This is an optimization exercise on Yosys and OpenROAD, whose aim is small area, not a production implementation. The RTL was checked by simulation tests, not by an equivalence proof against the original design. Power is estimated from default activity; no workload was simulated.

## vfchd_i2cmux
module vfchd_i2cmux (
    input           Clk_ik,
    input           Rst_irq,
    input           IoExpApp12Int_ian,
    input           IoExpApp34Int_ian,
    input           IoExpBstEthInt_ian,
    input           IoExpLosInt_ian,
    input           IoExpBlmInInt_ian,
    output          InitDone_oq,
    output [4:0]    VmeGa_onqb5,
    output          VmeGaP_onq,
    input  [7:0]    Led_ib8,
    output [7:0]    StatusLed_ob8,
    input           GpIo1A2B_i,
    input           EnGpIo1Term_i,
    input           GpIo2A2B_i,
    input           EnGpIo2Term_i,
    input           GpIo34A2B_i,
    input           EnGpIo3Term_i,
    input           EnGpIo4Term_i,
    output          StatusGpIo1A2B_oq,
    output          StatusEnGpIo1Term_oq,
    output          StatusGpIo2A2B_oq,
    output          StatusEnGpIo2Term_oq,
    output          StatusGpIo34A2B_oq,
    output          StatusEnGpIo3Term_oq,
    output          StatusEnGpIo4Term_oq,
    output [7:0]    BlmIn_oqb8,
    output          AppSfp1Present_oq,
    output [15:0]   AppSfp1Id_oq16,
    output          AppSfp1TxFault_oq,
    output          AppSfp1Los_oq,
    input           AppSfp1TxDisable_i,
    input           AppSfp1RateSelect_i,
    output          StatusAppSfp1TxDisable_oq,
    output          StatusAppSfp1RateSelect_oq,
    output          AppSfp2Present_oq,
    output [15:0]   AppSfp2Id_oq16,
    output          AppSfp2TxFault_oq,
    output          AppSfp2Los_oq,
    input           AppSfp2TxDisable_i,
    input           AppSfp2RateSelect_i,
    output          StatusAppSfp2TxDisable_oq,
    output          StatusAppSfp2RateSelect_oq,
    output          AppSfp3Present_oq,
    output [15:0]   AppSfp3Id_oq16,
    output          AppSfp3TxFault_oq,
    output          AppSfp3Los_oq,
    input           AppSfp3TxDisable_i,
    input           AppSfp3RateSelect_i,
    output          StatusAppSfp3TxDisable_oq,
    output          StatusAppSfp3RateSelect_oq,
    output          AppSfp4Present_oq,
    output [15:0]   AppSfp4Id_oq16,
    output          AppSfp4TxFault_oq,
    output          AppSfp4Los_oq,
    input           AppSfp4TxDisable_i,
    input           AppSfp4RateSelect_i,
    output          StatusAppSfp4TxDisable_oq,
    output          StatusAppSfp4RateSelect_oq,
    output          BstSfpPresent_oq,
    output [15:0]   BstSfpId_oq16,
    output          BstSfpTxFault_oq,
    output          BstSfpLos_oq,
    input           BstSfpTxDisable_i,
    input           BstSfpRateSelect_i,
    output          StatusBstSfpTxDisable_oq,
    output          StatusBstSfpRateSelect_oq,
    output          EthSfpPresent_oq,
    output [15:0]   EthSfpId_oq16,
    output          EthSfpTxFault_oq,
    output          EthSfpLos_oq,
    input           EthSfpTxDisable_i,
    input           EthSfpRateSelect_i,
    output          StatusEthSfpTxDisable_oq,
    output          StatusEthSfpRateSelect_oq,
    output          CdrLos_oq,
    output          CdrLol_oq,
    input           I2cWbCyc_i,
    input           I2cWbStb_i,
    input           I2cWbWe_i,
    input  [11:0]   I2cWbAdr_ib12,
    input  [7:0]    I2cWbDat_ib8,
    output [7:0]    I2cWbDat_ob8,
    output          I2cWbAck_o,
    input           WbCyc_i,
    input           WbStb_i,
    input           WbWe_i,
    input  [31:0]   WbDat_ib32,
    output [31:0]   WbDat_oqb32,
    output          WbAck_oa,
    input           Scl_i,
    input           Sda_i,
    output          SclOe_o,
    output          SdaOe_o
);
For scale: ~1600 cells after synthesis, ~370 flip-flops, ~300 I/O pins.
clock: 10.0 ns
lec_check: 0
cap_margin: 20
core_margin: 2
core_utilization: 40
slew_margin: 20
standard.sh (not shown) runs the stock make flow with config.mk's settings and CLKGATE_MAP_FILE= SYNTH_SCRIPT=/design/flow/synth_recipe.tcl, a recipe that flattens the netlist after the stock synthesis.
==> flow/flow/run.sh <==
#!/bin/bash
# Standard ORFS flow (the standard.sh, unchanged synthesis) with smaller port buffers
# and a clock tree of fewer, mid-size buffers.
set -euo pipefail
bash standard.sh \
  BUFFER_PORTS_ARGS="-buffer_cell sky130_fd_sc_hd__buf_1" \
  CTS_ARGS="-sink_clustering_enable -repair_clock_nets -buf_list sky130_fd_sc_hd__clkbuf_8 -sink_clustering_size 20 -sink_clustering_max_diameter 80 -dont_use_dummy_load" \
  finish > standard_flow.log 2>&1
Rerun with:
==> flow/flow/run.sh (replaced) <==
#!/bin/bash
# Standard ORFS flow (the standard.sh, unchanged synthesis) with smaller port buffers
# and a clock tree of fewer, mid-size buffers.
set -euo pipefail
bash standard.sh \
  BUFFER_PORTS_ARGS="-buffer_cell sky130_fd_sc_hd__buf_1" \
  CTS_ARGS="-sink_clustering_enable -repair_clock_nets -buf_list sky130_fd_sc_hd__clkbuf_8 -sink_clustering_size 16 -sink_clustering_max_diameter 60 -dont_use_dummy_load" \
  finish > standard_flow.log 2>&1
CORE_UTILIZATION = 60   (was 40)
Result:
- power increases by 0.46%
- sequential share of layout area increases by 0.34 points
- routed wire length decreases by 8.6%
- via count increases by 0.56%
- cell area decreases by 0.64%
- non-clock buffer count decreases by 1
Rerun with:
CORE_UTILIZATION = 40   (was 60)
After rerunning:
- sequential power is about the same
- cell count is higher by 7.7%
- via count hardly moves
- sequential share of layout area is lower by 0.80 points
- routed wire length is higher by 10%
- combinational power is lower by about 0.5%

---

vfchd_i2cmux, a different RTL version from the one above (not shown whole).
For scale: ~2000 cells after synthesis, ~370 flip-flops, roughly 0.018 sq mm of cells after synthesis.
==> flow/config.mk <==
export PLATFORM = sky130hd
export DESIGN_NAME = vfchd_i2cmux
export DESIGN_NICKNAME = vfchd_i2cmux
export VERILOG_FILES = /design/flow/design.v
export SDC_FILE = /design/flow/constraint.sdc
export NUM_CORES = 4
export LEC_CHECK = 0
export CAP_MARGIN = 20
export CORE_MARGIN = 2
export CORE_UTILIZATION = 40
export SLEW_MARGIN = 20
==> flow/constraint.sdc <==
create_clock -name core_clock -period 10.0 [get_ports {Clk_ik}]
set_input_delay 2.0000 -clock core_clock [delete_from_list [all_inputs] [get_ports {Clk_ik}]]
set_output_delay 2.0000 -clock core_clock [all_outputs]
set_load 0.01 [all_outputs]
==> flow/flow/run.sh <==
#!/bin/bash
# Standard ORFS flow (the standard.sh, unchanged synthesis) with smaller port buffers
# and smaller clock-tree buffers.
set -euo pipefail
bash standard.sh \
  BUFFER_PORTS_ARGS="-buffer_cell sky130_fd_sc_hd__buf_1" \
  CTS_ARGS="-sink_clustering_enable -repair_clock_nets -buf_list sky130_fd_sc_hd__clkbuf_4 -dont_use_dummy_load" \
  finish > standard_flow.log 2>&1
Rerun with:
==> flow/flow/run.sh (replaced) <==
#!/bin/bash
# Standard ORFS flow (the standard.sh, unchanged synthesis) with smaller port buffers
# and a clock tree of fewer, mid-size buffers.
set -euo pipefail
bash standard.sh \
  BUFFER_PORTS_ARGS="-buffer_cell sky130_fd_sc_hd__buf_1" \
  CTS_ARGS="-sink_clustering_enable -repair_clock_nets -buf_list sky130_fd_sc_hd__clkbuf_8 -sink_clustering_size 16 -sink_clustering_max_diameter 60 -dont_use_dummy_load" \
  finish > standard_flow.log 2>&1
After rerunning:
- combinational power hardly moves
- routed wire length goes down by about 1.2%
- worst hold slack gets better by 0.014 ns
- setup slack is worse by 0.056 ns
- maximum frequency came out lower by 1.2%
- final area falls by about 1.3%
- critical path depth is unchanged
- core utilization goes down by 0.58 points
Rerun with:
==> flow/flow/run.sh (replaced) <==
#!/bin/bash
# Standard ORFS flow (the standard.sh, unchanged synthesis) with smaller port buffers
# and a clock tree of fewer, mid-size buffers.
set -euo pipefail
bash standard.sh \
  BUFFER_PORTS_ARGS="-buffer_cell sky130_fd_sc_hd__buf_1" \
  CTS_ARGS="-sink_clustering_enable -repair_clock_nets -buf_list sky130_fd_sc_hd__clkbuf_16 -sink_clustering_size 30 -sink_clustering_max_diameter 100 -dont_use_dummy_load" \
  finish > standard_flow.log 2>&1
The changed run ran to the end with no violations.
Count of clock-buffer cells in the layout goes down by 20.
Clock power is lower by 6.3%.
Wire length goes down by 0.93%.
Hold slack loses 0.0046 ns.
Fmax hardly moves.
Cell area decreases by 0.40%.

---

vfchd_i2cmux, a different RTL version from the one above (not shown whole).
For scale: ~1500 cells after synthesis, about 16000 um2 of cells after synthesis.
export LEC_CHECK = 0
export CAP_MARGIN = 20
export CORE_MARGIN = 2
export CORE_UTILIZATION = 60
export SLEW_MARGIN = 20
create_clock -name core_clock -period 10.0 [get_ports {Clk_ik}]
==> flow/flow/run.sh <==
#!/bin/bash
# Standard ORFS flow (the standard.sh, unchanged synthesis) with smaller port buffers
# and a clock tree of fewer, mid-size buffers.
set -euo pipefail
bash standard.sh \
  BUFFER_PORTS_ARGS="-buffer_cell sky130_fd_sc_hd__buf_1" \
  CTS_ARGS="-sink_clustering_enable -repair_clock_nets -buf_list sky130_fd_sc_hd__clkbuf_16 -sink_clustering_size 24 -sink_clustering_max_diameter 50 -dont_use_dummy_load" \
  finish > standard_flow.log 2>&1
Next try:
==> flow/flow/run.sh (replaced) <==
#!/bin/bash
# Standard ORFS flow (the standard.sh, unchanged synthesis) with smaller port buffers
# and a clock tree of fewer, mid-size buffers.
set -euo pipefail
bash standard.sh \
  BUFFER_PORTS_ARGS="-buffer_cell sky130_fd_sc_hd__buf_1" \
  CTS_ARGS="-sink_clustering_enable -repair_clock_nets -buf_list sky130_fd_sc_hd__clkbuf_8 -sink_clustering_size 20 -sink_clustering_max_diameter 50 -dont_use_dummy_load" \
  finish > standard_flow.log 2>&1
Outcome:
- The changed run finished with timing, DRC and antenna clean
- clock skew grows by 0.011 ns
- die area is unchanged
- combinational power hardly moves
- total power goes down by 8.0%
- wire length came out lower by 0.39%
- non-clock buffer count does not change
- register-to-register slack gains 0.03 ns
- final cell count stays flat
- cell area falls by 1.9%
- area after synthesis is unchanged
- setup slack improves by 0.044 ns
Next try:
==> flow/flow/run.sh (replaced) <==
#!/bin/bash
# Standard ORFS flow (the standard.sh, unchanged synthesis) with smaller port buffers
# and a clock tree of fewer, mid-size buffers.
set -euo pipefail
bash standard.sh \
  BUFFER_PORTS_ARGS="-buffer_cell sky130_fd_sc_hd__buf_1" \
  CTS_ARGS="-sink_clustering_enable -repair_clock_nets -buf_list sky130_fd_sc_hd__clkbuf_8 -sink_clustering_size 16 -sink_clustering_max_diameter 60 -dont_use_dummy_load" \
  finish > standard_flow.log 2>&1
Settings changed: CORE_UTILIZATION 60 to 40.
=> The changed run finished clean. Die area rises by well over a third. Synthesized area is unchanged. Sequential share of layout area shrinks by 0.92 points.
Next try:
Settings changed: CORE_UTILIZATION 40 to 75.
=> Wire length drops by 4.7%. Global-route usage climbs by 16 points. Sequential power hardly moves. Maximum frequency decreases by 11%.
Next try:
Settings changed: CORE_UTILIZATION 75 to 60.
Outcome: The changed run produced a clean layout; worst hold slack barely changes; clock-buffer cell count grows by 1; setup slack gains 0.45 ns; sequential power hardly moves; synthesized area is unchanged.

---

## run a
Another version of the RTL of vfchd_i2cmux (not shown whole).
Size: about 2800 cells after synthesis, about 490 flip-flops, ~300 I/O pins, about 24000 µm² of cells after synthesis.
clock: 10.0 ns
lec_check: 0
cap_margin: 20
core_margin: 2
core_utilization: 40
slew_margin: 20
run.sh (not shown) runs the stock make flow with config.mk's settings and CLKGATE_MAP_FILE= SYNTH_SCRIPT=/design/flow/synth_recipe.tcl, a recipe that flattens the netlist after the stock synthesis.
Stock flow here: none of the scripts above is used.
Here is what was changed in the inputs of run b compared with run a.
==> flow/flow/run.sh (new file) <==
#!/bin/bash
# Standard ORFS flow (the standard.sh, unchanged synthesis) with smaller port buffers
# and smaller clock-tree buffers.
set -euo pipefail
bash standard.sh \
  BUFFER_PORTS_ARGS="-buffer_cell sky130_fd_sc_hd__buf_1" \
  CTS_ARGS="-sink_clustering_enable -repair_clock_nets -buf_list sky130_fd_sc_hd__clkbuf_4 -dont_use_dummy_load" \
  finish > standard_flow.log 2>&1
==> flow/standard.sh (new file) <==
#!/bin/bash
# synth_recipe.tcl (not shown) runs the flow's synth.tcl, then flattens the netlist and writes it again
# the make line also repeats each setting of config.mk as NAME=value (left out here)
make -C /OpenROAD-flow-scripts/flow DESIGN_CONFIG=/design/flow/config.mk WORK_HOME=/design/flow/orfs CLKGATE_MAP_FILE= SYNTH_SCRIPT=/design/flow/synth_recipe.tcl "${@:-finish}"
removed: flow/run.sh
Findings:
Run a → run b: met3 usage in global routing went up; area added between synthesis and finish went down 11 points; xor/xnor share of the synthesized area held steady; non-clock buffer share of cell area has decreased.

---

Another version of the RTL of vfchd_i2cmux (not shown whole).
Size: roughly 1400 cells after synthesis, about 370 flip-flops, roughly 300 I/O pins, ~16000 sq um of cells after synthesis.
clock: 10.0 ns
lec_check: 0
cap_margin: 20
core_margin: 2
core_utilization: 70
slew_margin: 20
standard.sh (not shown) runs the stock make flow with config.mk's settings and CLKGATE_MAP_FILE= SYNTH_SCRIPT=/design/flow/synth_recipe.tcl, a recipe that flattens the netlist after the stock synthesis.
==> flow/flow/run.sh <==
#!/bin/bash
# Standard ORFS flow (the standard.sh, unchanged synthesis) with smaller port buffers
# and a clock tree of fewer, mid-size buffers.
set -euo pipefail
bash standard.sh \
  BUFFER_PORTS_ARGS="-buffer_cell sky130_fd_sc_hd__buf_1" \
  CTS_ARGS="-sink_clustering_enable -repair_clock_nets -buf_list sky130_fd_sc_hd__clkbuf_8 -sink_clustering_size 18 -sink_clustering_max_diameter 60 -dont_use_dummy_load" \
  finish > standard_flow.log 2>&1
The first run completed with no timing, DRC or antenna violations.
Next try:
--- a/flow/flow/run.sh
+++ b/flow/flow/run.sh
@@ -7 +7 @@
-  CTS_ARGS="-sink_clustering_enable -repair_clock_nets -buf_list sky130_fd_sc_hd__clkbuf_8 -sink_clustering_size 18 -sink_clustering_max_diameter 60 -dont_use_dummy_load" \
+  CTS_ARGS="-sink_clustering_enable -repair_clock_nets -buf_list sky130_fd_sc_hd__clkbuf_8 -sink_clustering_size 16 -sink_clustering_max_diameter 60 -dont_use_dummy_load" \
- CORE_UTILIZATION: 70 -> 80
- The changed run went through all stages and came out clean
- via count is higher by about 13%
- worst setup slack degrades by 0.11 ns
- cell area is about the same
- synthesized area does not change
- maximum frequency is lower by about 2.7%
- clock-buffer cell count does not change
- utilization is higher by 12 points
- total power is higher by 3.6%

==> afterwards: timing with drivers on the ports <==
In the flow no input, the clock included, has a driving cell. The finished layouts below were timed again as built, in two steps.
Step 1 (the two cells are an assumption about what drives the block):
set clk [get_ports {Clk_ik}]
set_driving_cell -lib_cell sky130_fd_sc_hd__clkbuf_16 $clk
set_driving_cell -lib_cell sky130_fd_sc_hd__buf_2 [delete_from_list [all_inputs] $clk]
Step 2 adds t to the input delays and takes it off the output delays; t is the mean of the earliest and latest rising clock arrival at the registers after step 1. Input paths then give back, and output paths get back, about the clock's delay inside the block.
Three values: ideal ports, drivers, drivers and shift; two values: the first two.
run	t, ns	setup WS [ns]	latest minus earliest clock arrival (ns)
the first run of note 1	0.628	5.844 / 5.869 / 5.241	0.084 / 0.084
the second run of note 1	0.635	5.642 / 5.671 / 5.036	0.060 / 0.059
the third run of note 1	0.639	5.807 / 5.834 / 5.195	0.087 / 0.087
the first run of note 2	0.852	5.357 / 5.357 / 4.762	0.087 / 0.087
the second run of note 2	0.633	5.301 / 5.301 / 4.795	0.080 / 0.080
the third run of note 2	0.575	5.315 / 5.315 / 4.836	0.053 / 0.053
the first run of note 3	0.605	6.176 / 6.205 / 5.599	0.043 / 0.043
the second run of note 3	0.641	6.220 / 6.246 / 5.604	0.054 / 0.055
the third run of note 3	0.632	6.258 / 6.265 / 5.660	0.102 / 0.102
the fourth run of note 3	0.627	5.778 / 5.778 / 5.525	0.061 / 0.061
the fifth run of note 3	0.619	6.225 / 6.249 / 5.630	0.057 / 0.058
run a	0.659	5.108 / 5.142 / 4.482	0.025 / 0.025
run b	1.045	5.472 / 5.472 / 4.881	0.127 / 0.128
the first run of note 5	0.621	5.848 / 5.862 / 5.240	0.093 / 0.093
the second run of note 5	0.615	5.734 / 5.733 / 5.118	0.079 / 0.079
After both steps setup and hold are still met in every run listed. The setup slack of run a, which loses most, moves by +0.034 ns with the drivers and by -0.626 ns with both steps.
